Source: an optimization exercise on an open RTL-to-GDS flow (aim: small area and a short achievable clock period). Production flows keep margins and buffers that such runs may drop. Function was checked by simulation only, so behaviour that the tests miss may differ from the original. The clock port is modelled as an ideal driver; clocking choices that lean on that would not hold on a real chip. Power figures rest on the tool's default switching activity, not on a simulated workload.

==> flow/design.v <==
module add32(input [31:0] a, input [31:0] b, input ci, output [31:0] s, output co,
		output [31:0] g, output [31:0] t, output [31:0] p);
	wire [32:0] c;
	genvar i;
	generate
		for (i = 0; i < 32; i = i + 1) begin : g_bit
			gt ugt(.a(a[i]), .b(b[i]), .g(g[i]), .t(t[i]));
			x2 up(.a(a[i]), .b(b[i]), .y(p[i]));
			x2 us(.a(p[i]), .b(c[i]), .y(s[i]));
		end
	endgenerate
	carry32 uc(.g(g), .t(t), .ci(ci), .c(c));
	assign co = c[32];
endmodule
module gt(input a, b, output g, t);
	assign g = a & b;
	assign t = a | b;
endmodule
module carry32(input [31:0] g, input [31:0] t, input ci, output [32:0] c);
	reg [32:0] G [0:5];
	reg [32:0] T [0:5];
	integer l, i;
	always @(*) begin
		G[0] = {g, ci};
		T[0] = {t, 1'b0};
		for (l = 0; l < 5; l = l + 1) begin
			for (i = 0; i < 33; i = i + 1) begin
				if (((i >> l) & 1) == 1) begin
					G[l+1][i] = G[l][i] | (T[l][i] & G[l][((i >> l) << l) - 1]);
					T[l+1][i] = T[l][i] & T[l][((i >> l) << l) - 1];
				end else begin
					G[l+1][i] = G[l][i];
					T[l+1][i] = T[l][i];
				end
			end
		end
	end
	genvar k;
	generate
		for (k = 0; k < 32; k = k + 1) begin : g_c
			assign c[k] = G[5][k];
		end
	endgenerate
	assign c[32] = G[5][32] | (T[5][32] & G[5][31]);
endmodule
module agen(input [14:0] lo, input [4:0] m, output [4:0] s);
	wire [4:0] g, t, p;
	wire [4:1] c;
	genvar i;
	generate
		for (i = 0; i < 5; i = i + 1) begin : g_gt
			gt3 u(.n0(lo[i]), .n1(lo[5+i]), .n2(lo[10+i]), .m(m[i]), .g(g[i]), .t(t[i]));
			xo3 up(.n0(lo[i]), .n1(lo[5+i]), .n2(lo[10+i]), .m(m[i]), .y(p[i]));
		end
		for (i = 1; i < 5; i = i + 1) begin : g_s
			x2 us(.a(p[i]), .b(c[i]), .y(s[i]));
		end
	endgenerate
	assign s[0] = p[0];
	assign c[1] = g[0];
	cy2 u2(.g(g[1:0]), .t(t[1]), .c(c[2]));
	cy3 u3(.g(g[2:0]), .t(t[2:1]), .c(c[3]));
	cy4 u4(.g(g[3:0]), .t(t[3:1]), .c(c[4]));
endmodule
module gt3(input n0, n1, n2, m, output g, t);
	assign g = ~(n0 & n1 & n2) & m;
	assign t = ~(n0 & n1 & n2) | m;
endmodule
module xo3(input n0, n1, n2, m, output y);
	assign y = ~(n0 & n1 & n2) ^ m;
endmodule
module cy2(input [1:0] g, input [1:1] t, output c);
	assign c = g[1] | (t[1] & g[0]);
endmodule
module cy3(input [2:0] g, input [2:1] t, output c);
	assign c = g[2] | (t[2] & g[1]) | (t[2] & t[1] & g[0]);
endmodule
module cy4(input [3:0] g, input [3:1] t, output c);
	assign c = g[3] | (t[3] & g[2]) | (t[3] & t[2] & g[1]) | (t[3] & t[2] & t[1] & g[0]);
endmodule
module x2(input a, b, output y);
	assign y = a ^ b;
endmodule
module xn2(input a, b, output y);
	assign y = ~(a ^ b);
endmodule
module memdec(input [5:0] op, output we, output re);
	assign we = (op == 6'h2b);
	assign re = (op == 6'h23);
endmodule
module rdport(input [991:0] d, input [4:0] sel, output [31:0] q, output [14:0] lo);
	wire [31:1] oh;
	genvar k, i;
	generate
		for (k = 1; k < 32; k = k + 1) begin : g_dec
			assign oh[k] = (sel == k);
		end
		for (i = 0; i < 32; i = i + 1) begin : g_bit
			wire [9:0] y;
			wire n31, n0, n1, n2;
			for (k = 0; k < 10; k = k + 1) begin : g_grp
				aoi222 u(.a1(oh[3*k+1]), .b1(d[(3*k)*32+i]), .a2(oh[3*k+2]), .b2(d[(3*k+1)*32+i]), .a3(oh[3*k+3]), .b3(d[(3*k+2)*32+i]), .y(y[k]));
			end
			nd2 u31(.a(oh[31]), .b(d[30*32+i]), .y(n31));
			an4 u0(.a(y[0]), .b(y[1]), .c(y[2]), .d(y[3]), .y(n0));
			an4 u1(.a(y[4]), .b(y[5]), .c(y[6]), .d(y[7]), .y(n1));
			an3 u2(.a(y[8]), .b(y[9]), .c(n31), .y(n2));
			nd3 u3(.a(n0), .b(n1), .c(n2), .y(q[i]));
			if (i < 5) begin : g_lo
				assign lo[i] = n0;
				assign lo[5+i] = n1;
				assign lo[10+i] = n2;
			end
		end
	endgenerate
endmodule
module aoi222(input a1, b1, a2, b2, a3, b3, output y);
	assign y = ~((a1 & b1) | (a2 & b2) | (a3 & b3));
endmodule
module nd2(input a, b, output y);
	assign y = ~(a & b);
endmodule
module nd3(input a, b, c, output y);
	assign y = ~(a & b & c);
endmodule
module an3(input a, b, c, output y);
	assign y = a & b & c;
endmodule
module an4(input a, b, c, d, output y);
	assign y = a & b & c & d;
endmodule
module holdrow(input en, input enb, input [31:0] d, input [31:0] q, output [31:0] y);
	genvar i;
	generate
		for (i = 0; i < 32; i = i + 1) begin : g_b
			ao22 u(.a1(en), .b1(d[i]), .a2(enb), .b2(q[i]), .y(y[i]));
		end
	endgenerate
endmodule
module ao22(input a1, b1, a2, b2, output y);
	assign y = (a1 & b1) | (a2 & b2);
endmodule
module cpu(clk, rst, imem_addr, imem_data, dmem_addr, dmem_wdata, dmem_we, dmem_re, dmem_rdata);
	input clk;
	input rst;
	output [6:0] imem_addr;
	input [31:0] imem_data;
	output [4:0] dmem_addr;
	output [31:0] dmem_wdata;
	output dmem_we;
	output dmem_re;
	input [31:0] dmem_rdata;
	wire [5:0] op = imem_data[31:26];
	wire [4:0] rs = imem_data[25:21];
	wire [4:0] rt = imem_data[20:16];
	wire [4:0] rd = imem_data[15:11];
	wire [5:0] fn = imem_data[5:0];
	wire [15:0] imm = imem_data[15:0];
	wire is_addi = (op == 6'h08);
	wire is_andi = (op == 6'h0c);
	wire is_ori  = (op == 6'h0d);
	wire is_xori = (op == 6'h0e);
	wire is_lw   = (op == 6'h23);
	wire is_sw   = (op == 6'h2b);
	wire is_bgt  = (op == 6'h07);
	wire is_j    = (op == 6'h02);
	wire is_jr   = (op == 6'h09);
	wire is_imm  = is_addi | is_andi | is_ori | is_xori | is_lw | is_sw;
	wire rtype   = ~(is_imm | is_bgt);
	wire f_add = rtype & (fn == 6'h20);
	wire f_sub = rtype & (fn == 6'h22);
	wire f_and = rtype & (fn == 6'h24);
	wire f_or  = rtype & (fn == 6'h25);
	wire f_xor = rtype & (fn == 6'h26);
	wire f_slt = rtype & (fn == 6'h2a);
	wire f_shl = rtype & (fn == 6'h01);
	wire op_add = is_addi | is_lw | is_sw | f_add;
	wire op_sub = f_sub;
	wire op_and = is_andi | f_and;
	wire op_or  = is_ori | f_or;
	wire op_xor = is_xori | f_xor;
	reg [31:0] rf [1:31];
	wire [31:0] ra, rb;
	integer k;
	genvar gk;
	wire [991:0] rflat;
	generate
		for (gk = 1; gk < 32; gk = gk + 1) begin : g_flat
			assign rflat[gk*32-32 +: 32] = rf[gk];
		end
	endgenerate
	wire [31:0] rbn = ~rb;
	wire [14:0] ralo;
	rdport port_a(.d(rflat), .sel(rs), .q(ra), .lo(ralo));
	rdport port_b(.d(rflat), .sel(rt), .q(rb), .lo());
	wire [31:0] A = ra;
	wire [31:0] ext = {15'b0, imm[15], imm};
	wire [31:0] B = is_imm ? ext : rb;
	wire sm = is_bgt | f_sub | f_slt;
	wire [31:0] Bx = is_imm ? ext : (sm ? rbn : rb);
	wire [31:0] sum;
	wire cs;
	wire [31:0] a_and, a_or, a_xor;
	add32 u_add(.a(A), .b(Bx), .ci(sm), .s(sum), .co(cs), .g(a_and), .t(a_or), .p(a_xor));
	wire [31:0] diff = sum;
	wire [31:0] shl = A << rb[1:0];
	wire [31:0] result =
		({32{op_add | op_sub}} & sum) |
		({32{op_and}} & a_and) |
		({32{op_or}}  & a_or) |
		({32{op_xor}} & a_xor) |
		({32{f_slt}}  & {31'b0, ~cs}) |
		({32{f_shl}}  & shl);
	wire nb31  = ~rb[31] ^ (rb[30:0] == 31'b0);
	wire carry = cs & (rb != 32'b0);
	wire ovf   = (A[31] == nb31) & (diff[31] != A[31]);
	wire neg   = ~ovf & (carry | diff[31]);
	wire taken = is_bgt & ~neg;
	reg [6:0] pc;
	wire [6:0] pc1 = pc + 7'd1;
	wire [6:0] npc = (taken | is_j) ? imem_data[6:0] : is_jr ? A[6:0] : pc1;
	always @(posedge clk) begin
		if (rst) pc <= 7'd0;
		else pc <= npc;
	end
	wire we = ~(is_bgt | is_sw);
	wire [4:0] wsel = is_lw ? rt : rd;
	wire [31:0] wdata = is_lw ? dmem_rdata : result;
	wire [31:0] wd = wdata & {32{~rst}};
	wire [31:1] ld;
	wire [991:0] nxt;
	generate
		for (gk = 1; gk < 32; gk = gk + 1) begin : g_wr
			assign ld[gk] = rst | (we & (wsel == gk));
			holdrow hr(.en(ld[gk]), .enb(~ld[gk]), .d(wd), .q(rf[gk]), .y(nxt[gk*32-32 +: 32]));
		end
	endgenerate
	always @(posedge clk) begin
		for (k = 1; k < 32; k = k + 1) begin
			rf[k] <= nxt[k*32-32 +: 32];
		end
	end
	assign imem_addr = pc;
	agen ag(.lo(ralo), .m(imm[4:0]), .s(dmem_addr));
	assign dmem_wdata = rb;
	memdec md(.op(op), .we(dmem_we), .re(dmem_re));
endmodule
==> flow/flow/run.sh <==
#!/bin/bash
set -euo pipefail
CTS="-sink_clustering_enable -repair_clock_nets -sink_clustering_size 26 -sink_clustering_max_diameter 70 -buf_list sky130_fd_sc_hd__clkbuf_16 -dont_use_dummy_load"
bash standard.sh "BUFFER_PORTS_ARGS=-buffer_cell sky130_fd_sc_hd__buf_2" \
  "CTS_ARGS=$CTS" finish > standard_flow.log 2>&1
==> flow/standard.sh <==
#!/bin/bash
# synth_recipe.tcl (not shown) runs the flow's synth.tcl, then flattens the netlist and writes it again
# the make line also repeats each setting of config.mk as NAME=value (left out here)
make -C /OpenROAD-flow-scripts/flow DESIGN_CONFIG=/design/flow/config.mk WORK_HOME=/design/flow/orfs CLKGATE_MAP_FILE= SYNTH_SCRIPT=/design/flow/synth_recipe.tcl "${@:-finish}"
==> flow/config.mk <==
export PLATFORM = sky130hd
export DESIGN_NAME = cpu
export DESIGN_NICKNAME = cpu
export VERILOG_FILES = /design/flow/design.v
export SDC_FILE = /design/flow/constraint.sdc
export NUM_CORES = 4
export LEC_CHECK = 0
export CAP_MARGIN = 20
export CORE_MARGIN = 2
export CORE_UTILIZATION = 45
export CTS_BUF_LIST = sky130_fd_sc_hd__clkbuf_16
export CTS_CLUSTER_DIAMETER = 70
export CTS_CLUSTER_SIZE = 26
export PLACE_DENSITY = 0.6
export SETUP_SLACK_MARGIN = 5
export SLEW_MARGIN = 20
export SYNTH_HIERARCHICAL = 1
export SYNTH_MINIMUM_KEEP_SIZE = 0
export TNS_END_PERCENT = 0
==> flow/constraint.sdc <==
create_clock -name core_clock -period 12.0 [get_ports {clk}]
set_input_delay 2.4000 -clock core_clock [delete_from_list [all_inputs] [get_ports {clk}]]
set_output_delay 2.4000 -clock core_clock [all_outputs]
set_load 0.01 [all_outputs]
==> impl_results.md, run 1 <==
* RSZ-0062 raised after global routing: yes
* Worst slack, placed at 3.10 ns
* GP Congestion at 0.933
* Clock Sinks at ~1000
* CP startpoint kind: input port
* Fmax at 136 MHz
* Max_slew headroom at 22.5%
* Hold_ws at 0.497 ns
* Initial antenna violation count at 7
* Setup-failing EPs final at 0
* Post-route DRC at 0
* Max-cap viol count at 0
* Gate Count Post-Synth at 3936
* Row cnt at around 110
* Vias in the first global route at 41700
* WL/cell at between 30 and 40 um
* Leakage power total at 18.7 nW
* Min-Delay Path Class: flip-flop to flip-flop
* Clock Skew at 0.101 ns
* DRT antenna net count at 0
* Clock tree buffer depth at 3
* P per Cell Area at roughly 120 nW/um2
* Most crowded layer after global routing: met2
* Crit path DAT at 4.95 ns
* GR Overflow Total at 0
* Chip height at 317 um
* Final hold viol count at 0
* Setup WS post-layout at between 4 and 5 ns
* Detailed Route Iter0 Violations at 9465
* Critical Path Fanout Max at 12
* GRT Util Overall at between 40% and 50%
* Tcrit/Tclk final at between 60% and 70%
* Starting density of the core at 45.4%
* Cell area after synthesis at ~44000 um2
* CP Capture Type: output pin
* Status: no timing/DRC/antenna violations
* GRT met2 Usage at 58.1%
* Vias post-DR at 45900
* Final instance area at 52800 um2
* Final wirelength at 224000 um
* Clk slew on worst S/H paths at 0.03 ns
* Post-Syn Area per Cell at around 11 um2
* CTS root buf: clkbuf_16
* CTS tree: yes
* Crit path kind: input port to output pin
* Setup TNS at 0 ns
* Synth Warn # at 12
* First-pass GRT wire length at 310000 um
* Area growth syn-to-layout at 20.1%
* Post-DP Area at between 40000 and 50000 um2
* I/O Pins at 112
* Worst VDD drop at 86.5 uV
* Min Tclk post-route at between 7 and 8 ns
* Max stage delay on crit path at roughly 0.5 ns
* NumNets Final at 4432
* Initial DRT Pass Iterations at 13
* Worst-margin pin slew at 1.16 ns
* Largest net degree at the start of global routing at between 50 and 60
* Crit path required time at 9.60 ns
* DP Wirelength at between 100000 and 150000 um
* Met3 Usage GRT at 18.8%
* Fill count at 8370
* Number of buffers added on ports at 111
* Die width at 317 um
* Flop2flop setup slack at 6.99 ns
* CORE AREA at slightly below 100000 um2
* Post-synthesis net count at around 4000
* CTS Buf Count at 67
* Average vias per placed instance at 8.13
* Slowest-stage cell, CP: or3b_4
* Worst-Skew Late Latency at roughly 0.71 ns
* Die ar. at 100000 um2
* Slew Viols, Final at 0
* CTS Hold Bufs at 0
* Met1 Use GR at 53.8%
* Share of layout cells above drive strength 1 at 19.3%
* CP cell instances: clkbuf_4, or3b_4, buf_4, nor2_4, a222oi_1, and4_2, nand3_1, buf_2
* H-tree levels at 3
==> final timing paths <==
kind / from / to / cells past startpoint
setup / recovery: imem_data[16] / dmem_wdata[20] / 8
hold / removal: rf[29][30] / rf[29][30] / 1
setup reg to reg: rf[16][10] / rf[20][27] / 14
hold reg to reg: rf[29][30] / rf[29][30] / 1
==> through the flow <==
| step | util, % | power [mW] | instances |
|---|---|---|---|
| floorplan | - | 3.79 | 3936 |
| global placement | 49.9 | 4.07 | 5398 |
| detailed placement | 49.9 | 4.07 | 5398 |
| CTS | 54.1 | 6.21 | 5623 |
| global route | 54.6 | 6.37 | 5640 |
| finish | 54.6 | 6.26 | 5642 |
==> critical path: cells and delay by family <==
| kind | cells | cell delay (ns) |
|---|---|---|
| buf+inv | 3 | 0.66 |
| compound gates | 1 | 0.18 |
| simple gates | 4 | 1.68 |
==> flip-flops by register name, summed over array words and instances, names as in the netlist <==
name,flops
rf,992
pc,7
==> report_power, final <==
part | switching [mW] | internal [mW] | total [mW]
sequential | 0.0497 | 3.38 | 3.43
combinational | 0.490 | 0.174 | 0.664
clock | 1.18 | 0.993 | 2.18
==> routing by layer <==
| layer | up-vias | routed length, um |
|---|---|---|
| li1 | 18400 | - |
| met1 | 22300 | 80900 |
| met2 | 4260 | 87100 |
| met3 | 916 | 37400 |
| met4 | 10 | 18600 |
| met5 | - | 290 |
==> area by class of cell <==
class	instances	area, um2	area share [%]
Multi-Input combinational cell	2858	25600	48.6
Tap cell	1276	1600	3.03
Timing Repair Buffer	429	3800	7.21
Clock buffer	67	1680	3.18
Inverter	10	37.5	0.0711
Antenna cell	3	7.51	0.0142
Sequential cell	999	20000	37.9
==> repair_timing <==
action,4_1_cts,5_1_grt
gates cloned,21,2
buffers inserted,137,12
resized for setup,170,77
pin swaps,77,43
setup endpoints to repair,991,860
==> cells in the final DEF, fill, tap and decap left out, drive strengths merged, types with 50 or more instances in the layout <==
| cell type | instances |
|---|---|
| a21oi | 87 |
| nand3 | 96 |
| o21ai | 55 |
| nor2 | 116 |
| buf | 413 |
| nand2 | 157 |
| clkbuf | 77 |
| and4 | 132 |
| a222oi | 640 |
| dfxtp | 999 |
| xor2 | 75 |
| and3 | 67 |
| a22o | 994 |
| a21o | 50 |
==> run 2: changes to the inputs <==
--- a/flow/design.v
+++ b/flow/design.v
@@ -43,14 +43,17 @@
 	endgenerate
 	assign c[32] = G[5][32] | (T[5][32] & G[5][31]);
 endmodule
-module agen(input [14:0] lo, input [4:0] m, output [4:0] s);
+module agen(input [19:0] lo, input [4:0] m, output [4:0] s);
 	wire [4:0] g, t, p;
 	wire [4:1] c;
+	wire [4:0] mn;
 	genvar i;
 	generate
 		for (i = 0; i < 5; i = i + 1) begin : g_gt
-			gt3 u(.n0(lo[i]), .n1(lo[5+i]), .n2(lo[10+i]), .m(m[i]), .g(g[i]), .t(t[i]));
-			xo3 up(.n0(lo[i]), .n1(lo[5+i]), .n2(lo[10+i]), .m(m[i]), .y(p[i]));
+			iv um(.a(m[i]), .y(mn[i]));
+			gen4 ug(.n0(lo[i]), .n1(lo[5+i]), .n2(lo[10+i]), .n3(lo[15+i]), .mn(mn[i]), .g(g[i]));
+			prp4 ut(.n0(lo[i]), .n1(lo[5+i]), .n2(lo[10+i]), .n3(lo[15+i]), .mn(mn[i]), .t(t[i]));
+			xo4 up(.n0(lo[i]), .n1(lo[5+i]), .n2(lo[10+i]), .n3(lo[15+i]), .m(m[i]), .y(p[i]));
 		end
 		for (i = 1; i < 5; i = i + 1) begin : g_s
 			x2 us(.a(p[i]), .b(c[i]), .y(s[i]));
@@ -62,12 +65,14 @@
 	cy3 u3(.g(g[2:0]), .t(t[2:1]), .c(c[3]));
 	cy4 u4(.g(g[3:0]), .t(t[3:1]), .c(c[4]));
 endmodule
-module gt3(input n0, n1, n2, m, output g, t);
-	assign g = ~(n0 & n1 & n2) & m;
-	assign t = ~(n0 & n1 & n2) | m;
-endmodule
-module xo3(input n0, n1, n2, m, output y);
-	assign y = ~(n0 & n1 & n2) ^ m;
+module gen4(input n0, n1, n2, n3, mn, output g);
+	assign g = ~((n0 & n1 & n2 & n3) | mn);
+endmodule
+module prp4(input n0, n1, n2, n3, mn, output t);
+	assign t = ~(n0 & n1 & n2 & n3 & mn);
+endmodule
+module xo4(input n0, n1, n2, n3, m, output y);
+	assign y = ~(n0 & n1 & n2 & n3) ^ m;
 endmodule
 module cy2(input [1:0] g, input [1:1] t, output c);
 	assign c = g[1] | (t[1] & g[0]);
@@ -88,16 +93,50 @@
 	assign we = (op == 6'h2b);
 	assign re = (op == 6'h23);
 endmodule
-module rdport(input [991:0] d, input [4:0] sel, output [31:0] q, output [14:0] lo);
-	wire [31:1] oh;
+module rdport #(parameter FAST = 1) (input [991:0] d, input [4:0] sel, output [31:0] q, output [19:0] lo);
+	wire [4:0] seln;
+	wire [3:0] lon;
+	wire [7:0] hin;
+	wire [31:1] oh0, oh1;
 	genvar k, i;
 	generate
+		for (k = 0; k < 5; k = k + 1) begin : g_inv
+			iv ui(.a(sel[k]), .y(seln[k]));
+		end
+		for (k = 0; k < 4; k = k + 1) begin : g_lo
+			nd2 u(.a(k[0] ? sel[0] : seln[0]), .b(k[1] ? sel[1] : seln[1]), .y(lon[k]));
+		end
+		for (k = 0; k < 8; k = k + 1) begin : g_hi
+			nd3 u(.a(k[0] ? sel[2] : seln[2]), .b(k[1] ? sel[3] : seln[3]), .c(k[2] ? sel[4] : seln[4]), .y(hin[k]));
+		end
 		for (k = 1; k < 32; k = k + 1) begin : g_dec
-			assign oh[k] = (sel == k);
-		end
-		for (i = 0; i < 32; i = i + 1) begin : g_bit
+			nr2 u0(.a(lon[k % 4]), .b(hin[k / 4]), .y(oh0[k]));
+			nr2h u1(.a(lon[k % 4]), .b(hin[k / 4]), .y(oh1[k]));
+		end
+		if (!FAST) begin : g_nolo
+			assign lo = 20'b0;
+		end
+		for (i = 0; i < (FAST ? 5 : 0); i = i + 1) begin : g_fast
+			wire [15:0] y;
+			wire n0, n1, n2, n3;
+			for (k = 0; k < 15; k = k + 1) begin : g_grp
+				aoi22 u(.a1(oh0[2*k+1]), .b1(d[(2*k)*32+i]), .a2(oh0[2*k+2]), .b2(d[(2*k+1)*32+i]), .y(y[k]));
+			end
+			nd2 u31(.a(oh0[31]), .b(d[30*32+i]), .y(y[15]));
+			an4 u0(.a(y[0]), .b(y[1]), .c(y[2]), .d(y[3]), .y(n0));
+			an4 u1(.a(y[4]), .b(y[5]), .c(y[6]), .d(y[7]), .y(n1));
+			an4 u2(.a(y[8]), .b(y[9]), .c(y[10]), .d(y[11]), .y(n2));
+			an4 u3(.a(y[12]), .b(y[13]), .c(y[14]), .d(y[15]), .y(n3));
+			nd4 u4(.a(n0), .b(n1), .c(n2), .d(n3), .y(q[i]));
+			assign lo[i] = n0;
+			assign lo[5+i] = n1;
+			assign lo[10+i] = n2;
+			assign lo[15+i] = n3;
+		end
+		for (i = (FAST ? 5 : 0); i < 32; i = i + 1) begin : g_bit
 			wire [9:0] y;
 			wire n31, n0, n1, n2;
+			wire [31:1] oh = (i < 16) ? oh0 : oh1;
 			for (k = 0; k < 10; k = k + 1) begin : g_grp
 				aoi222 u(.a1(oh[3*k+1]), .b1(d[(3*k)*32+i]), .a2(oh[3*k+2]), .b2(d[(3*k+1)*32+i]), .a3(oh[3*k+3]), .b3(d[(3*k+2)*32+i]), .y(y[k]));
 			end
@@ -106,16 +145,26 @@
 			an4 u1(.a(y[4]), .b(y[5]), .c(y[6]), .d(y[7]), .y(n1));
 			an3 u2(.a(y[8]), .b(y[9]), .c(n31), .y(n2));
 			nd3 u3(.a(n0), .b(n1), .c(n2), .y(q[i]));
-			if (i < 5) begin : g_lo
-				assign lo[i] = n0;
-				assign lo[5+i] = n1;
-				assign lo[10+i] = n2;
-			end
-		end
-	endgenerate
+		end
+	endgenerate
+endmodule
+module aoi22(input a1, b1, a2, b2, output y);
+	assign y = ~((a1 & b1) | (a2 & b2));
+endmodule
+module nd4(input a, b, c, d, output y);
+	assign y = ~(a & b & c & d);
 endmodule
 module aoi222(input a1, b1, a2, b2, a3, b3, output y);
 	assign y = ~((a1 & b1) | (a2 & b2) | (a3 & b3));
+endmodule
+module iv(input a, output y);
+	assign y = ~a;
+endmodule
+module nr2(input a, b, output y);
+	assign y = ~(a | b);
+endmodule
+module nr2h(input a, b, output y);
+	assign y = ~(a | b);
 endmodule
 module nd2(input a, b, output y);
 	assign y = ~(a & b);
@@ -190,9 +239,9 @@
 		end
 	endgenerate
 	wire [31:0] rbn = ~rb;
-	wire [14:0] ralo;
-	rdport port_a(.d(rflat), .sel(rs), .q(ra), .lo(ralo));
-	rdport port_b(.d(rflat), .sel(rt), .q(rb), .lo());
+	wire [19:0] ralo;
+	rdport #(.FAST(1)) port_a(.d(rflat), .sel(rs), .q(ra), .lo(ralo));
+	rdport #(.FAST(0)) port_b(.d(rflat), .sel(rt), .q(rb), .lo());
 	wire [31:0] A = ra;
 	wire [31:0] ext = {15'b0, imm[15], imm};
 	wire [31:0] B = is_imm ? ext : rb;
==> flow/flow/run.sh (replaced) <==
#!/bin/bash
set -euo pipefail
CTS="-sink_clustering_enable -repair_clock_nets -sink_clustering_size 30 -sink_clustering_max_diameter 80 -buf_list sky130_fd_sc_hd__clkbuf_16 -dont_use_dummy_load"
bash standard.sh "BUFFER_PORTS_ARGS=-buffer_cell sky130_fd_sc_hd__buf_2" \
  "CTS_ARGS=$CTS" \
  "POST_CTS_TCL=$(pwd)/flow/post_cts.tcl" \
  "POST_GLOBAL_ROUTE_TCL=$(pwd)/flow/post_grt.tcl" finish > standard_flow.log 2>&1
==> flow/flow/post_cts.tcl (new file) <==
# Extra setup repair after CTS: resize and swap pins only, toward the same
# margin as the flow's own repair, over every violating endpoint.
estimate_parasitics -placement
repair_timing -setup -setup_margin $::env(SETUP_SLACK_MARGIN) -repair_tns 100 \
  -sequence "sizeup,swap" -skip_last_gasp -verbose
detailed_placement
check_placement -verbose
estimate_parasitics -placement
report_worst_slack
report_design_area
==> flow/flow/post_grt.tcl (new file) <==
# Extra setup repair after global routing, with global-route parasitics:
# resize and swap pins only, toward the flow's margin, over every violating
# endpoint; then legalize and reroute the changed nets as global_route.tcl does.
estimate_parasitics -global_routing
repair_timing -setup -setup_margin $::env(SETUP_SLACK_MARGIN) -repair_tns 100 \
  -sequence "sizeup,swap" -skip_last_gasp -verbose
global_route -start_incremental
detailed_placement
global_route -end_incremental
check_placement -verbose
estimate_parasitics -global_routing
report_worst_slack
report_design_area
==> flow/config.mk (replaced) <==
export PLATFORM = sky130hd
export DESIGN_NAME = cpu
export DESIGN_NICKNAME = cpu
export VERILOG_FILES = /design/flow/design.v
export SDC_FILE = /design/flow/constraint.sdc
export NUM_CORES = 4
export LEC_CHECK = 0
export CAP_MARGIN = 10
export CORE_MARGIN = 2
export CORE_UTILIZATION = 45
export CTS_BUF_LIST = sky130_fd_sc_hd__clkbuf_16
export CTS_CLUSTER_DIAMETER = 80
export CTS_CLUSTER_SIZE = 30
export PLACE_DENSITY = 0.6
export SETUP_SLACK_MARGIN = 5
export SLEW_MARGIN = 10
export SYNTH_HIERARCHICAL = 1
export SYNTH_MINIMUM_KEEP_SIZE = 0
export TNS_END_PERCENT = 0
==> run 2 against run 1 <==
  * Sequential power is essentially flat
  * Power shrank 5.7%
  * Routed wire length shrank 7.0%
  * Highest routed layer unchanged
  * Register-to-register slack gained 0.17 ns
  * Sequential share of layout area shrank 0.38 points
  * Count of clock-buffer cells in the layout shrank 19
  * Die area grew 1.7%
  * Via count shrank 1.3%
  * Fmax grew 3.5%
  * Combinational power is essentially flat
  * Final cell count grew 1.6%
  * Still clean
  * Critical path depth grew 3
==> impl_results.md, run 2 <==
* Detailed Route Iter0 Violations at 9336 (-1.4%)
* WL/cell at 36.4 um (-8.5%)
* GRT Util Overall at 38.1% (-4.5 points)
* Max stage delay on crit path at 0.77 ns (+0.26 ns)
* Initial antenna violation count at 5 (-2)
* Worst VDD drop at 124 uV (+43%)
* Flop2flop setup slack at 7.16 ns (+0.17 ns)
* DRT antenna net count at 0 (unchanged)
* Largest net degree at the start of global routing at 53 (-10%)
* Tcrit/Tclk final at 59.1% (-2.1 points)
* Max FFs per register at 992 (unchanged)
* Slew Viols, Final at 0 (unchanged)
* Crit path DAT at 4.70 ns (-0.25 ns)
* Vias in the first global route at 41000 (-1.7%)
* Commonest non-fill, non-tap cell in the layout: dfxtp_1
* Most Frequent Cell on Critical Path: buf_6
* Reg2reg path depth at 18 (+4)
* Vias post-DR at 45200 (-1.3%)
* Cell area after synthesis at 44700 um2 (+1.7%)
* CP startpoint kind: input port
* Leakage power total at 18.5 nW (-0.69%)
* R2R Path End: rf[30][26]
* Status: no timing/DRC/antenna violations
* Fmax at 141 MHz (+3.5%)
* Max-cap viol count at 0 (unchanged)
* NumNets Final at 4510 (+1.8%)
* Gate Count Post-Synth at 4040 (+2.6%)
* Crit path required time at 9.60 ns (about the same)
* Post-synthesis net count at 4107 (+2.6%)
* GP Congestion at 0.932 (-0.14%)
* Crit path kind: input port to output pin
* Setup TNS at 0 ns (unchanged)
* CTS tree: yes
* DP Wirelength at 125000 um (+1.5%)
* Share of layout cells above drive strength 1 at 22.0% (+2.7 points)
* GR Overflow Total at 0 (unchanged)
* Post-route DRC at 0 (unchanged)
* Setup WS post-layout at 4.90 ns (+0.251 ns)
* Final core occ at 54.2% (-0.40 points)
* Final hold viol count at 0 (unchanged)
* Synth Warn # at 12 (unchanged)
* Area growth syn-to-layout at 19.3%
* Setup-failing EPs final at 0 (unchanged)
* CP Capture Type: output pin
* Largest regs: rf: 992 flops, pc: 7 flops
* Hold depth at 1 (unchanged)
* Initial DRT Pass Iterations at 12 (-1)
* Worst slack, placed at 3.41 ns (+0.316 ns)
* Row cnt at 115 (+0.88%)
* FF-to-FF Start: rf[13][1]
* Number of buffers added on ports at 111 (unchanged)
* Biggest register: rf
* CORE AREA at 98400 um2 (+1.8%)
* Most frequent cells in the layout: 999 x dfxtp_1, 994 x a22o_1, 590 x a222oi_1, 250 x buf_4, 151 x nand2_1
* CP cell instances: buf_16, clkinvlp_4, buf_6, nand3_4, buf_6, nor2_4, buf_6, a222oi_1, and4_1, nand3_4, buf_6
* Min-Delay Endpoint: rf[29][28]
* Average vias per placed instance at 7.89 (-2.9%)
* Min Tclk post-route at 7.10 ns (-0.251 ns)
* P per Cell Area at 111 nW/um2 (-6.7%)
* Die ar. at 102000 um2 (+1.7%)
* First-pass GRT wire length at 292000 um (-5.7%)
* Die width at 319 um (+0.83%)
* Worst-margin pin slew at 1.29 ns (+0.127 ns)
* Min-Delay Path Class: flip-flop to flip-flop
* Max_slew headroom at 13.9% (-8.6 points)
* Worst-Skew Late Latency at 0.70 ns (about the same)
* Power, Total at 5.90 mW (-5.7%)
* Clock Sinks at 999 (unchanged)
* Post-Syn Area per Cell at 11.1 um2 (-0.93%)
* Clk slew on worst S/H paths at 0.04 ns (about the same)
* HP Start: rf[29][28]
* I/O Pins at 112 (unchanged)
* Starting density of the core at 45.4% (about the same)
* Final wirelength at 209000 um (-7.0%)
* Critical Path Fanout Max at 8 (-4)
* Chip height at 319 um (+0.83%)
* Clock Skew at 0.107 ns (+0.00659 ns)
* Slowest-stage cell, CP: a222oi_1
-- run 2: worst max-delay path by stage --
stage,to,from,depth (start not counted)
3_3_place_gp,pc[0],imem_data[20],21
6_report,dmem_wdata[29],imem_data[20],11
3_5_place_dp,pc[0],imem_data[20],21
2_1_floorplan,dmem_addr[4],imem_data[25],11
-- run 2: area by class of cell --
class	count	area, um2
diodes	4	10.0
clock buffers	48	1200
fillers	8631	45100
inverters	24	128
multi-input cells	2952	26800
flip-flops and latches	999	20000
well taps	1287	1610
repair buffers	418	3550
-- run 2: stage by stage --
stage,hold slack [ns],cell area [um2],cells
after floorplan,0.460,45400,4040
after global placement,0.473,48700,5499
after detailed placement,0.477,48700,5499
final,0.497,53300,5732
-- run 2: power by group --
| part | total [mW] | switching, mW | leakage [nW] | internal, mW |
|---|---|---|---|---|
| clock | 1.81 | 1.10 | 0.592 | 0.716 |
| sequential | 3.43 | 0.0529 | 8.06 | 3.38 |
| combinational | 0.664 | 0.482 | 9.89 | 0.182 |
| total | 5.90 | 1.63 | 18.5 | 4.27 |
-- run 2: routing by layer --
layer | global-route usage (%) | part of all wire, % | vias up
li1 | - | - | 18600
met4 | 27.6 | 8.8 | 4
met2 | 56.1 | 42 | 3599
met5 | 0 | 0.012 | -
met3 | 7.92 | 12 | 723
met1 | 49.6 | 37 | 22300
-- run 2: worst max-delay path: cells and delay by family --
family	cells	cell delay, ns
buf+inv	6	0.83
simple gates	4	0.67
compound gates	1	0.77
==> run 3: changes to the inputs <==
==> flow/flow/run.sh (replaced) <==
#!/bin/bash
set -euo pipefail
CTS="-sink_clustering_enable -repair_clock_nets -sink_clustering_size 26 -sink_clustering_max_diameter 70 -buf_list sky130_fd_sc_hd__clkbuf_16 -dont_use_dummy_load"
bash standard.sh "BUFFER_PORTS_ARGS=-buffer_cell sky130_fd_sc_hd__buf_2" \
  "CTS_ARGS=$CTS" \
  "POST_CTS_TCL=$(pwd)/flow/post_cts.tcl" \
  "POST_GLOBAL_ROUTE_TCL=$(pwd)/flow/post_grt.tcl" finish > standard_flow.log 2>&1
==> flow/config.mk (replaced) <==
export PLATFORM = sky130hd
export DESIGN_NAME = cpu
export DESIGN_NICKNAME = cpu
export VERILOG_FILES = /design/flow/design.v
export SDC_FILE = /design/flow/constraint.sdc
export NUM_CORES = 4
export LEC_CHECK = 0
export CAP_MARGIN = 20
export CORE_MARGIN = 2
export CORE_UTILIZATION = 45
export CTS_BUF_LIST = sky130_fd_sc_hd__clkbuf_16
export CTS_CLUSTER_DIAMETER = 70
export CTS_CLUSTER_SIZE = 26
export PLACE_DENSITY = 0.6
export SETUP_SLACK_MARGIN = 5
export SLEW_MARGIN = 20
export SYNTH_HIERARCHICAL = 1
export SYNTH_MINIMUM_KEEP_SIZE = 0
export TNS_END_PERCENT = 0
==> run 3 against run 2 <==
  * Worst hold slack better by 0.0027 ns
  * Setup slack got worse by 0.0014 ns
  * Cell area about the same
  * Register-to-register slack gained 0.05 ns
  * Synthesized cell count unchanged
  * Power rose by 2.0%
  * Count of clock-buffer cells in the layout up 7
  * Non-clock buffer count up 5
  * Core utilization about the same
  * Sequential power hardly changed
  * First-iteration DRC count increased by 0.99%
  * Fmax hardly changed
  * Highest routed layer unchanged
==> impl_results.md, run 3 <==
* Status: no timing/DRC/antenna violations
* Setup TNS at 0 ns (unchanged)
* Post-route DRC at 0 (unchanged)
* I/O Pins at 112 (unchanged)
* Worst VDD drop at 113 uV (-8.6%)
* Min-Delay Path Class: flip-flop to flip-flop
* Crit path required time at 9.60 ns (about the same)
* Crit path DAT at 4.70 ns (about the same)
* Tcrit/Tclk final at 59.1% (about the same)
* P_sw at 1.65 mW (+1.5%)
* Gate Count Post-Synth at 4040 (unchanged)
* Max_slew headroom at 21.0% (+7.0 points)
* Commonest non-fill, non-tap cell in the layout: dfxtp_1
* Finished Layout Cells at 5733 (+0.017%)
* CORE AREA at 98400 um2 (unchanged)
* Diodes inserted at 0 (-4)
* Die width at 319 um (unchanged)
* Placed Cells at 5504 (+0.091%)
* DRT antenna net count at 0 (unchanged)
* Vias in the first global route at 41300 (+0.73%)
* Clk slew on worst S/H paths at 0.08 ns (+0.04 ns)
* Critical Path Sink: dmem_wdata[25]
* Leakage power total at 18.6 nW (+0.43%)
* Synth Warn # at 12 (unchanged)
* Flop2flop setup slack at 7.21 ns (+0.05 ns)
* Vias post-DR at 45000 (-0.57%)
* GP Congestion at 0.932 (unchanged)
* Cell family with most CP delay: buffers and inverters
* Most frequent cells in the layout: 999 x dfxtp_1, 994 x a22o_1, 590 x a222oi_1, 262 x buf_4, 151 x nand2_1
* Die ar. at 102000 um2 (unchanged)
* Part of the power in registers at 56.9% (-1.2 points)
* CP cell instances: buf_8, clkinvlp_4, buf_12, nand2_8, buf_12, nor2_1, buf_4, a222oi_1, and4_1, nand3_4, buf_2
* Critical Path Stages at 11 (unchanged)
* Critical Path Fanout Max at 16 (+8)
* Fmax at 141 MHz (about the same)
* Max stage delay on crit path at 0.54 ns (-0.23 ns)
* Largest net degree at the start of global routing at 53 (unchanged)
* DP Wirelength at 125000 um (+0.18%)
* CTS tree: yes
* Multi-input logic area at 26600 um2 (-0.62%)
* Clock Skew at 0.0837 ns (-0.0235 ns)
* Starting density of the core at 45.4% (unchanged)
* Min Tclk post-route at 7.10 ns (+0.00136 ns)
* Crit path kind: input port to output pin
* Int Pwr at 4.37 mW (+2.2%)
* CP startpoint: imem_data[17]
* R2R Path End: rf[30][23]
* Post-synthesis net count at 4107 (unchanged)
* Chip height at 319 um (unchanged)
* Number of buffers added on ports at 111 (unchanged)
* Final wirelength at 205000 um (-1.6%)
* Largest regs: rf: 992 flops, pc: 7 flops
* Detailed Route Iter0 Violations at 9428 (+0.99%)
* Slowest-stage cell, CP: a222oi_1
* Worst-margin pin slew at 1.18 ns (-0.105 ns)
* GR Overflow Total at 0 (unchanged)
* Setup-failing EPs final at 0 (unchanged)
* Most Frequent Cell on Critical Path: buf_12
* FF-to-FF Start: rf[13][1]
* P per Cell Area at 113 nW/um2 (+2.1%)
* Max-cap viol count at 0 (unchanged)
* Reg2reg path depth at 18 (unchanged)
* NumNets Final at 4515 (+0.11%)
* Worst-Skew Late Latency at 0.71 ns (about the same)
* CP Capture Type: output pin
* Cell area after synthesis at 44700 um2 (unchanged)
* Clock share of power at 32.2% (+1.5 points)
* Sw Share at 27.5% (-0.15 points)
* Fill count at 8632 (+0.012%)
* Row cnt at 115 (unchanged)
* Initial DRT Pass Iterations at 13 (+1)
* Biggest register: rf
* Initial antenna violation count at 2 (-3)
* GRT Util Overall at 37.8% (-0.29 points)
* Slew Viols, Final at 0 (unchanged)
* CP startpoint kind: input port
* Average vias per placed instance at 7.85 (-0.59%)
* Final hold viol count at 0 (unchanged)
* Share of layout cells above drive strength 1 at 21.7% (-0.29 points)
* Area growth syn-to-layout at 19.2% (about the same)
* Post-Syn Area per Cell at 11.1 um2 (unchanged)
* Gate power share at 10.9% (-0.3 points)
* First-pass GRT wire length at 291000 um (-0.60%)
* Max FFs per register at 992 (unchanged)
* Register area at 20000 um2 (unchanged)
* Clock Sinks at 999 (unchanged)
* Total buffers and inverters traversed by the critical path at 6 (unchanged)
* WL/cell at 35.8 um (-1.6%)
run 3: changes by cell type in the layout (fill, tap and decap cells not counted), moves of 4 or more:
cell / delta
nor2_2: -6
nor2_1: +6
o21ai_2: -4
buf_2: +5
buf_8: +4
buf_4: +12
buf_12: -18
diode_2: -4
clkbuf_16: +8
buf_16: +6
buf_6: -4
run 3: layout make-up:
class                      count  share of cell area (%)
clock buffer                  55                    2.58
inverter                      24                   0.240
multi-input combinational   2945                    50.0
sequential                   999                    37.6
tap                         1287                    3.02
timing repair buffer         423                    6.57
run 3: power by group through the flow:
stage | logic (mW) | registers (mW) | clock network, mW
2_1_floorplan | 0.300 | 3.49 | 0
3_3_place_gp | 0.549 | 3.50 | 0
3_5_place_dp | 0.556 | 3.50 | 0
6_report | 0.656 | 3.43 | 1.94
run 3: how the worst min path moves through the flow:
stage / from / to / slack (ns) / cells after the start
after floorplan: rf[10][10] / rf[10][10] / 0.46 / 1
after global placement: rf[28][23] / rf[28][23] / 0.47 / 1
after detailed placement: rf[31][24] / rf[31][24] / 0.48 / 1
final: rf[2][20] / rf[2][20] / 0.50 / 1
run 3: per-layer routing:
layer	share of wire [%]	up-vias	global-route usage (%)
met5	0.011	-	0
met4	8.4	4	26.9
met3	12	689	8.01
met2	42	3579	55.5
met1	37	22100	49.4
li1	-	18600	-
run 3: through the flow:
| step | utilization (%) | hold slack [ns] | setup WS (ns) | power (mW) | instance area [um2] |
|---|---|---|---|---|---|
| 6_report | 54.1 | 0.500 | 4.90 | 6.02 | 53300 |
| 3_3_place_gp | 49.5 | 0.473 | 3.49 | 4.05 | 48700 |
| 3_5_place_dp | 49.6 | 0.477 | 3.44 | 4.06 | 48800 |
| 2_1_floorplan | - | 0.460 | 5.00 | 3.79 | 45400 |
==> run 4: changes to the inputs <==
--- a/flow/design.v
+++ b/flow/design.v
@@ -97,7 +97,7 @@
 	wire [4:0] seln;
 	wire [3:0] lon;
 	wire [7:0] hin;
-	wire [31:1] oh0, oh1;
+	wire [31:1] oh0, oh1, oh2, oh3;
 	genvar k, i;
 	generate
 		for (k = 0; k < 5; k = k + 1) begin : g_inv
@@ -112,6 +112,8 @@
 		for (k = 1; k < 32; k = k + 1) begin : g_dec
 			nr2 u0(.a(lon[k % 4]), .b(hin[k / 4]), .y(oh0[k]));
 			nr2h u1(.a(lon[k % 4]), .b(hin[k / 4]), .y(oh1[k]));
+			nr2i u2(.a(lon[k % 4]), .b(hin[k / 4]), .y(oh2[k]));
+			nr2j u3(.a(lon[k % 4]), .b(hin[k / 4]), .y(oh3[k]));
 		end
 		if (!FAST) begin : g_nolo
 			assign lo = 20'b0;
@@ -136,7 +138,7 @@
 		for (i = (FAST ? 5 : 0); i < 32; i = i + 1) begin : g_bit
 			wire [9:0] y;
 			wire n31, n0, n1, n2;
-			wire [31:1] oh = (i < 16) ? oh0 : oh1;
+			wire [31:1] oh = (i < 8) ? oh0 : (i < 16) ? oh1 : (i < 24) ? oh2 : oh3;
 			for (k = 0; k < 10; k = k + 1) begin : g_grp
 				aoi222 u(.a1(oh[3*k+1]), .b1(d[(3*k)*32+i]), .a2(oh[3*k+2]), .b2(d[(3*k+1)*32+i]), .a3(oh[3*k+3]), .b3(d[(3*k+2)*32+i]), .y(y[k]));
 			end
@@ -166,6 +168,12 @@
 module nr2h(input a, b, output y);
 	assign y = ~(a | b);
 endmodule
+module nr2i(input a, b, output y);
+	assign y = ~(a | b);
+endmodule
+module nr2j(input a, b, output y);
+	assign y = ~(a | b);
+endmodule
 module nd2(input a, b, output y);
 	assign y = ~(a & b);
 endmodule
==> run 4 against run 3 <==
  * Final cell count about the same
  * Highest routed layer is now met4
  * Synthesized cell count is 3.1% higher
  * Clock power is 3% higher
  * Still clean
  * Routed wire length is 4.6% higher
  * Area after synthesis rose by 1.0%
  * Worst hold slack lost 0.0040 ns
  * Largest cell class unchanged
==> impl_results.md, run 4 <==
* GP Congestion at 0.999 (+7.3%)
* Worst VDD drop at 127 uV (+12%)
* Setup-failing EPs final at 0 (unchanged)
* First-pass GRT wire length at 302000 um (+4.1%)
* Largest net degree at the start of global routing at 54 (+1.9%)
* NumNets Final at 4498 (-0.38%)
* Most frequent cells in the layout: 999 x dfxtp_1, 994 x a22o_1, 590 x a222oi_1, 196 x nor2_1, 153 x nand2_1
* Initial DRT Pass Iterations at 15 (+2)
* CP Capture Type: output pin
* GRT Util Overall at 39.7% (+1.9 points)
* Clock Sinks at 999 (unchanged)
* Final wirelength at 215000 um (+4.6%)
* Share of layout cells above drive strength 1 at 18.4% (-3.3 points)
* Die width at 321 um (+0.51%)
* Detailed Route Iter0 Violations at 9865 (+4.6%)
* Min-Delay Path Class: flip-flop to flip-flop
* Crit path required time at 9.60 ns (about the same)
* Vias post-DR at 45800 (+1.8%)
* Crit path DAT at 4.73 ns (+0.03 ns)
* GR Overflow Total at 0 (unchanged)
* Post-route DRC at 0 (unchanged)
* Placed Cells at 5605 (+1.8%)
* Worst-Skew Late Latency at 0.74 ns (+0.03 ns)
* Post-Syn Area per Cell at 10.8 um2 (-2.0%)
* Max_slew headroom at 18.9% (-2.1 points)
* Critical Path Fanout Max at 17 (+1)
* Max FFs per register at 992 (unchanged)
* Die ar. at 103000 um2 (+1.0%)
* Min Tclk post-route at 7.13 ns (+0.0374 ns)
* Clk slew on worst S/H paths at 0.06 ns (-0.02 ns)
* Number of buffers added on ports at 111 (unchanged)
* Area growth syn-to-layout at 16.8%
* CP startpoint kind: input port
* Worst-margin pin slew at 1.22 ns (+0.0339 ns)
* Synth Warn # at 12 (unchanged)
* Biggest register: rf
* Final core occ at 52.8% (-1.3 points)
* Gate Count Post-Synth at 4164 (+3.1%)
* Starting density of the core at 45.2% (-0.19 points)
* Post-synthesis net count at 4231 (+3.0%)
* CTS tree: yes
* Status: no timing/DRC/antenna violations
* Clock Skew at 0.0843 ns (+0.000635 ns)
* Tcrit/Tclk final at 59.5% (+0.31 points)
* Average vias per placed instance at 7.99 (+1.8%)
* Final hold viol count at 0 (unchanged)
* Setup TNS at 0 ns (unchanged)
* CORE AREA at 99900 um2 (+1.5%)
* I/O Pins at 112 (unchanged)
* Max-cap viol count at 0 (unchanged)
* Cell area after synthesis at 45200 um2 (+1.0%)
* Chip height at 321 um (+0.51%)
* Initial antenna violation count at 10 (+8)
* DRT antenna net count at 0 (unchanged)
* Commonest non-fill, non-tap cell in the layout: dfxtp_1
* Vias in the first global route at 41600 (+0.78%)
* DP Wirelength at 141000 um (+13%)
* Finished Layout Cells at 5734 (+0.017%)
* Leakage power total at 18.0 nW (-3.2%)
* Crit path kind: input port to output pin
* Slew Viols, Final at 0 (unchanged)
* Row cnt at 116 (+0.87%)
* Fill count at 8889 (+3.0%)
* WL/cell at 37.5 um (+4.6%)
* P per Cell Area at 116 nW/um2 (+2.6%)
* Fmax at 140 MHz (-0.52%)
* Largest regs: rf: 992 flops, pc: 7 flops
## run 4: through the flow
step | hold slack, ns | instance area [um2] | power [mW] | worst slack (ns)
floorplan | 0.460 | 45800 | 3.80 | 4.99
global placement | 0.473 | 49100 | 4.11 | 3.27
detailed placement | 0.475 | 49100 | 4.11 | 3.22
finish | 0.496 | 52800 | 6.12 | 4.87
## run 4: worst paths after layout
check | startpoint | slack, ns | cells after the start | to
setup / recovery | imem_data[17] | 4.87 | 9 | dmem_wdata[29]
hold / removal | rf[13][27] | 0.50 | 1 | rf[13][27]
setup reg to reg | rf[4][0] | 7.22 | 18 | rf[3][28]
hold reg to reg | rf[13][27] | 0.50 | 1 | rf[13][27]
## run 4: critical path, stage by stage
cell        delay, ns
buf_12           0.16
clkinvlp_4       0.11
buf_6            0.19
nand2_8          0.34
nor2_1           0.23
a222oi_1         0.57
and3_1           0.30
nand3_4          0.19
buf_2            0.20
## run 4: area by class of cell
class,count,area [um2],share of cell area [%]
Tap cell,1298,1620,3.08
Multi-Input combinational cell,3067,27100,51.4
Antenna cell,7,17.5,0.0332
Clock buffer,58,1450,2.75
Sequential cell,999,20000,37.9
Timing Repair Buffer,281,2420,4.59
Inverter,24,123,0.232
## run 4: power by group
group          switching, mW  internal, mW  total, mW
Clock                   1.13         0.854       1.99
Combinational          0.530         0.173      0.702
Sequential            0.0552          3.38       3.43
Total                   1.72          4.40       6.12
## run 4: per-layer routing
metal  share of wire, %  GRT usage (%)  vias to the layer above
li1                   -              -                    18800
met2                 41           56.7                     3802
met5                  0              0                        -
met1                 38           52.4                    22500
met3                 14           11.6                      788
met4                7.7           25.3                        0
==> run 5: changes to the inputs <==
--- a/flow/config.mk
+++ b/flow/config.mk
@@ -7,11 +7,11 @@
 export LEC_CHECK = 0
 export CAP_MARGIN = 20
 export CORE_MARGIN = 2
-export CORE_UTILIZATION = 45
+export CORE_UTILIZATION = 50
 export CTS_BUF_LIST = sky130_fd_sc_hd__clkbuf_16
 export CTS_CLUSTER_DIAMETER = 70
 export CTS_CLUSTER_SIZE = 26
-export PLACE_DENSITY = 0.6
+export PLACE_DENSITY = 0.65
 export SETUP_SLACK_MARGIN = 5
 export SLEW_MARGIN = 20
 export SYNTH_HIERARCHICAL = 1
==> run 5 against run 4 <==
  * Clock skew rose by 0.020 ns
  * Cell area rose by 0.46%
  * Setup slack better by 0.0043 ns
  * Combinational power is 2% higher
  * Count of clock-buffer cells in the layout did not move
  * Register-to-register slack improved by 0.05 ns
  * Still clean
==> impl_results.md, run 5 <==
* Worst VDD drop at 134 uV (+5.9%)
* Row cnt at 110 (-5.2%)
* Vias post-DR at 46600 (+1.7%)
* GP Congestion at 1.01 (+1.5%)
* Number of buffers added on ports at 111 (unchanged)
* Crit path required time at 9.60 ns (about the same)
* Final hold viol count at 0 (unchanged)
* Hold_ws at 0.501 ns (+0.00463 ns)
* Final core occ at 59.1% (+6.2 points)
* Tcrit/Tclk final at 59.4% (about the same)
* Min-Delay Endpoint: rf[5][19]
* Average vias per placed instance at 8.26 (+3.3%)
* CP startpoint kind: input port
* Detailed Route Iter0 Violations at 11000 (+12%)
* Final wirelength at 213000 um (-1.1%)
* Min-Delay Path Class: flip-flop to flip-flop
* Most frequent cells in the layout: 999 x dfxtp_1, 994 x a22o_1, 590 x a222oi_1, 197 x nor2_1, 153 x nand2_1
* Largest regs: rf: 992 flops, pc: 7 flops
* Flop2flop setup slack at 7.27 ns (+0.05 ns)
* DRT antenna net count at 0 (unchanged)
* Post-DP Area at 49000 um2 (-0.35%)
* Setup TNS at 0 ns (unchanged)
* Gate Count Post-Synth at 4164 (unchanged)
* Initial DRT Pass Iterations at 17 (+2)
* GRT met2 Usage at 61.0% (+4.3 points)
* Met3 Usage GRT at 14.8% (+3.3 points)
* Area growth syn-to-layout at 17.4%
* Clock Skew at 0.105 ns (+0.0204 ns)
* Status: no timing/DRC/antenna violations
* Starting density of the core at 50.3% (+5.1 points)
* Most crowded layer after global routing: met2
* FF-to-FF Start: rf[4][0]
* Final instance area at 53000 um2 (+0.46%)
* First-pass GRT wire length at 301000 um (-0.49%)
* Commonest non-fill, non-tap cell in the layout: dfxtp_1
* Min Tclk post-route at 7.13 ns (-0.00433 ns)
* Post-route DRC at 0 (unchanged)
* Max_slew headroom at 16.9% (-2.0 points)
* Crit path kind: input port to output pin
* Worst slack, placed at 3.28 ns (+0.0679 ns)
* GR Overflow Total at 0 (unchanged)
* Setup-failing EPs final at 0 (unchanged)
* Max FFs per register at 992 (unchanged)
* Post-synthesis net count at 4231 (unchanged)
* Vias in the first global route at 42300 (+1.8%)
* Hold depth at 1 (unchanged)
* Post-Syn Area per Cell at 10.8 um2 (unchanged)
* Initial antenna violation count at 8 (-2)
* Leakage power total at 18.2 nW (+0.99%)
* Fmax at 140 MHz (about the same)
* Die ar. at 92700 um2 (-9.9%)
* Max-cap viol count at 0 (unchanged)
* HP Start: rf[5][19]
* Clk slew on worst S/H paths at 0.06 ns (about the same)
* GRT Util Overall at 43.5% (+3.8 points)
* Reg2reg path depth at 18 (unchanged)
* NumNets Final at 4530 (+0.71%)
* Setup WS post-layout at 4.87 ns (+0.00433 ns)
* R2R Path End: rf[13][13]
* Slew Viols, Final at 0 (unchanged)
* Die width at 305 um (-5.1%)
* DP Wirelength at 136000 um (-3.1%)
* Cell area after synthesis at 45200 um2 (unchanged)
* WL/cell at 37.7 um (+0.49%)
* CTS tree: yes
* Biggest register: rf
* Chip height at 305 um (-5.1%)
* Synth Warn # at 12 (unchanged)
* Placed Cells at 5481 (-2.2%)
* Share of layout cells above drive strength 1 at 19.1% (+0.65 points)
* Critical Path Fanout Max at 8 (-9)
* Power, Total at 6.11 mW (-0.10%)
* Largest net degree at the start of global routing at 67 (+24%)
* Worst-margin pin slew at 1.24 ns (+0.0274 ns)
* Met1 Use GR at 56.4% (+4.1 points)
* Clock Sinks at 999 (unchanged)
* Finished Layout Cells at 5644 (-1.6%)
* CORE AREA at 89700 um2 (-10%)
* I/O Pins at 112 (unchanged)
* CP Capture Type: output pin
* P per Cell Area at 115 nW/um2 (-0.56%)
* Crit path DAT at 4.73 ns (about the same)
* Worst-Skew Late Latency at 0.71 ns (-0.03 ns)
run 5: per-layer routing:
| layer | vias up | share of wire, % | wire length, um |
|---|---|---|---|
| li1 | 18800 | - | - |
| met1 | 22500 | 36 | 77000 |
| met2 | 4293 | 40 | 84600 |
| met3 | 932 | 16 | 33100 |
| met4 | 6 | 8.4 | 17800 |
| met5 | - | 0.047 | 100 |
run 5: how the worst max path moves through the flow:
stage / startpoint / to / slack [ns] / depth (start not counted)
floorplan: imem_data[20] / rf[10][0] / 4.99 / 20
detailed placement: imem_data[16] / rf[17][31] / 3.28 / 19
global placement: imem_data[16] / rf[3][31] / 3.40 / 19
finish: imem_data[16] / dmem_wdata[24] / 4.87 / 9
run 5: where the power goes:
group          switching (mW)  internal (mW)
combinational           0.534          0.180
sequential             0.0555           3.38
clock                    1.12          0.853
total                    1.71           4.41
run 5: area by class of cell:
| cell class | instances | area [um2] |
|---|---|---|
| diodes | 7 | 17.5 |
| repair buffers | 309 | 2720 |
| well taps | 1176 | 1470 |
| fillers | 7486 | 36700 |
| flip-flops and latches | 999 | 20000 |
| inverters | 24 | 119 |
| multi-input cells | 3071 | 27200 |
| clock buffers | 58 | 1450 |
run 5: worst max-delay path, cell delays in order:
cell,delay [ns]
buf_8,0.17
clkinvlp_4,0.12
buf_8,0.18
nand2_8,0.26
nor2_2,0.16
a222oi_1,0.53
and4_1,0.40
nand3_2,0.23
buf_4,0.25
==> run 6: changes to the inputs <==
==> flow/flow/post_cts.tcl (replaced) <==
# Extra setup repair after CTS: resize and swap pins only, toward a setup
# margin of 5.5 ns, over every endpoint below it.
estimate_parasitics -placement
repair_timing -setup -setup_margin 5.5 -repair_tns 100 \
  -sequence "sizeup,swap" -skip_last_gasp -verbose
detailed_placement
check_placement -verbose
estimate_parasitics -placement
report_worst_slack
report_design_area
==> flow/flow/post_grt.tcl (replaced) <==
# Extra setup repair after global routing, with global-route parasitics:
# resize and swap pins only, toward a setup margin of 5.5 ns, over every
# endpoint below it; then legalize and reroute the changed nets as
# global_route.tcl does.
estimate_parasitics -global_routing
repair_timing -setup -setup_margin 5.5 -repair_tns 100 \
  -sequence "sizeup,swap" -skip_last_gasp -verbose
global_route -start_incremental
detailed_placement
global_route -end_incremental
check_placement -verbose
estimate_parasitics -global_routing
report_worst_slack
report_design_area
--- a/flow/config.mk
+++ b/flow/config.mk
@@ -7,11 +7,11 @@
 export LEC_CHECK = 0
 export CAP_MARGIN = 20
 export CORE_MARGIN = 2
-export CORE_UTILIZATION = 50
+export CORE_UTILIZATION = 45
 export CTS_BUF_LIST = sky130_fd_sc_hd__clkbuf_16
 export CTS_CLUSTER_DIAMETER = 70
 export CTS_CLUSTER_SIZE = 26
-export PLACE_DENSITY = 0.65
+export PLACE_DENSITY = 0.6
 export SETUP_SLACK_MARGIN = 5
 export SLEW_MARGIN = 20
 export SYNTH_HIERARCHICAL = 1
==> run 6 against run 5 <==
  * Core utilization decreased by 5.0 points
  * Sequential share of layout area decreased by 0.66 points
  * Fmax increased by 0.88%
  * Clock skew decreased by 0.023 ns
  * Synthesized cell count unchanged
  * Largest cell class unchanged
  * Largest power group unchanged
  * Highest routed layer unchanged
==> impl_results.md, run 6 <==
* Post-synthesis net count at 4231 (unchanged)
* Final instance area at 54000 um2 (+1.8%)
* Max FFs per register at 992 (unchanged)
* CP cell instances: buf_16, clkinvlp_4, buf_6, nand2_8, nor2_4, a222oi_1, and4_4, nand3_4, buf_12, buf_6
* Crit path DAT at 4.67 ns (-0.06 ns)
* Power, Total at 6.14 mW (+0.48%)
* GR Overflow Total at 0 (unchanged)
* GP Congestion at 0.999 (-1.5%)
* First-pass GRT wire length at 303000 um (+0.80%)
* Cell family with most CP delay: simple AND/OR/NAND/NOR gates
* Leakage power total at 18.3 nW (+0.43%)
* Area growth syn-to-layout at 19.5%
* Commonest non-fill, non-tap cell in the layout: dfxtp_1
* Max_slew headroom at 22.3% (+5.4 points)
* Synth Warn # at 12 (unchanged)
* Part of the power in registers at 55.8% (-0.3 points)
* DP Wirelength at 141000 um (+3.2%)
* Largest net degree at the start of global routing at 54 (-19%)
* Post-Syn Area per Cell at 10.8 um2 (unchanged)
* Worst-Skew Late Latency at 0.73 ns (+0.02 ns)
* Slowest-stage cell, CP: a222oi_1
* CTS tree: yes
* Max stage delay on crit path at 0.47 ns (-0.06 ns)
* Average vias per placed instance at 8.00 (-3.1%)
* Vias in the first global route at 41900 (-1.1%)
* Min Tclk post-route at 7.07 ns (-0.0622 ns)
* GRT Util Overall at 39.9% (-3.6 points)
* Row cnt at 116 (+5.5%)
* Clock share of power at 32.3% (about the same)
* Detailed Route Iter0 Violations at 9805 (-11%)
* I/O Pins at 112 (unchanged)
* CORE AREA at 99900 um2 (+11%)
* Slew Viols, Final at 0 (unchanged)
* Int Pwr at 4.41 mW (+0.12%)
* Setup TNS at 0 ns (unchanged)
* Setup-failing EPs final at 0 (unchanged)
* Post-DP Area at 49100 um2 (+0.35%)
* Gate power share at 11.8% (about the same)
* Critical Path Sink: dmem_wdata[1]
* Biggest register: rf
* Worst-margin pin slew at 1.17 ns (-0.0788 ns)
* Tcrit/Tclk final at 58.9% (-0.52 points)
* Reg2reg path depth at 17 (-1)
* Chip height at 321 um (+5.3%)
* Clock Skew at 0.0818 ns (-0.0230 ns)
* Max-cap viol count at 0 (unchanged)
* Total buffers and inverters traversed by the critical path at 5 (+1)
* CP startpoint: imem_data[16]
* R2R Path End: rf[21][28]
* Die width at 321 um (+5.3%)
* Final core occ at 54.0% (-5.0 points)
* Critical Path Stages at 10 (+1)
* Initial DRT Pass Iterations at 17 (unchanged)
* WL/cell at 37.6 um (about the same)
* Die ar. at 103000 um2 (+11%)
* Critical Path Fanout Max at 41 (+33)
* Clk slew on worst S/H paths at 0.07 ns (about the same)
* Status: no timing/DRC/antenna violations
* Most Frequent Cell on Critical Path: buf_6
* Post-route DRC at 0 (unchanged)
* Largest regs: rf: 992 flops, pc: 7 flops
* Most frequent cells in the layout: 999 x dfxtp_1, 994 x a22o_1, 590 x a222oi_1, 153 x nand2_1, 146 x nor2_1
* FF-to-FF Start: rf[4][0]
* Flop2flop setup slack at 7.26 ns (about the same)
* CP Capture Type: output pin
* Cell area after synthesis at 45200 um2 (unchanged)
* Final wirelength at 215000 um (+1.3%)
* CP startpoint kind: input port
* Crit path required time at 9.60 ns (about the same)
* Number of buffers added on ports at 111 (unchanged)
* NumNets Final at 4493 (-0.82%)
* Vias post-DR at 45800 (-1.7%)
* P per Cell Area at 114 nW/um2 (-1.3%)
* Sw Share at 28.2% (+0.26 points)
* Min-Delay Path Class: flip-flop to flip-flop
* Worst VDD drop at 125 uV (-6.7%)
* Crit path kind: input port to output pin
* Final hold viol count at 0 (unchanged)
* Initial antenna violation count at 6 (-2)
* DRT antenna net count at 0 (unchanged)
* Share of layout cells above drive strength 1 at 20.9% (+1.8 points)
* Gate Count Post-Synth at 4164 (unchanged)
* Fmax at 141 MHz (+0.88%)
* Starting density of the core at 45.2% (-5.1 points)
* P_sw at 1.73 mW (+1.4%)
* Clock Sinks at 999 (unchanged)
==> run 6: worst min-delay path by stage <==
stage | startpoint | end | slack, ns | depth (start not counted)
6_report | rf[20][6] | rf[20][6] | 0.50 | 1
3_5_place_dp | rf[28][30] | rf[28][30] | 0.48 | 1
3_3_place_gp | rf[28][30] | rf[28][30] | 0.47 | 1
2_1_floorplan | rf[10][10] | rf[10][10] | 0.46 | 1
==> run 6: metal layers <==
metal | global-route usage [%] | part of all wire, %
met1 | 52.0 | 38
met2 | 57.1 | 41
met3 | 12.1 | 14
met4 | 25.6 | 7.7
met5 | 0 | 0.010
==> run 6: worst reg2reg max path: cells and delay by family, from the launching register on <==
kind / cells / cell delay (ns)
DFF: 1 / 0.35
and+or+nand+nor: 4 / 1.06
AOI/OAI and AO/OA: 9 / 2.39
buffers and inverters: 2 / 0.40
xor gates and xnor gates: 2 / 0.50
==> run 6: cell type report <==
type / count / area (um2)
antenna: 3 / 7.51
multi-input combinational: 3067 / 27900
clock buffer: 58 / 1450
inverter: 24 / 123
fill: 8722 / 45900
sequential: 999 / 20000
timing repair buffer: 276 / 2900
tap: 1298 / 1620
==> run 6: power groups by stage <==
stage / combinational [mW] / clock (mW) / sequential, mW
2_1_floorplan: 0.309 / 0 / 3.49
3_3_place_gp: 0.604 / 0 / 3.50
3_5_place_dp: 0.607 / 0 / 3.50
6_report: 0.726 / 1.99 / 3.43
==> run 6: metrics by stage <==
stage	std cells	worst slack [ns]	hold WS, ns
after floorplan	4164	4.99	0.460
after global placement	5602	3.27	0.473
after detailed placement	5605	3.22	0.475
final	5725	4.93	0.500

## re-timing with driven ports
The results above use ideal ports. As a check the final layouts listed here were re-extracted and re-timed, cells and wires unchanged.
Step 1 sets driving cells, clkbuf_16 on the clock port and buf_2 on the other inputs (assumed; they add their load-dependent delay and slew).
Step 2 times the ports against the registers' clock, not the clock port: input delays grow and output delays shrink by t, the midpoint of the rising clock arrivals with the driver on.
Slacks: ideal / step 1 / step 2; pairs: ideal / step 1.
run | t (ns) | slack for setup (ns) | worst hold slack (ns) | worst data-port slew with drivers (ns)
run 1 | 0.729 | 4.654 / 4.628 / 4.019 | 0.497 / 0.497 / 0.497 | 0.12
run 2 | 0.721 | 4.904 / 4.788 / 4.192 | 0.497 / 0.497 / 0.497 | 0.19
run 3 | 0.747 | 4.903 / 4.789 / 4.259 | 0.500 / 0.500 / 0.500 | 0.19
run 4 | 0.765 | 4.866 / 4.783 / 4.222 | 0.496 / 0.496 / 0.496 | 0.15
run 5 | 0.736 | 4.870 / 4.780 / 4.274 | 0.501 / 0.501 / 0.501 | 0.13
run 6 | 0.769 | 4.932 / 4.821 / 4.202 | 0.500 / 0.500 / 0.500 | 0.15
After both steps every run listed still meets setup and hold. The setup slack of run 6, which loses most, moves by -0.111 ns with the drivers and by -0.730 ns with both steps.
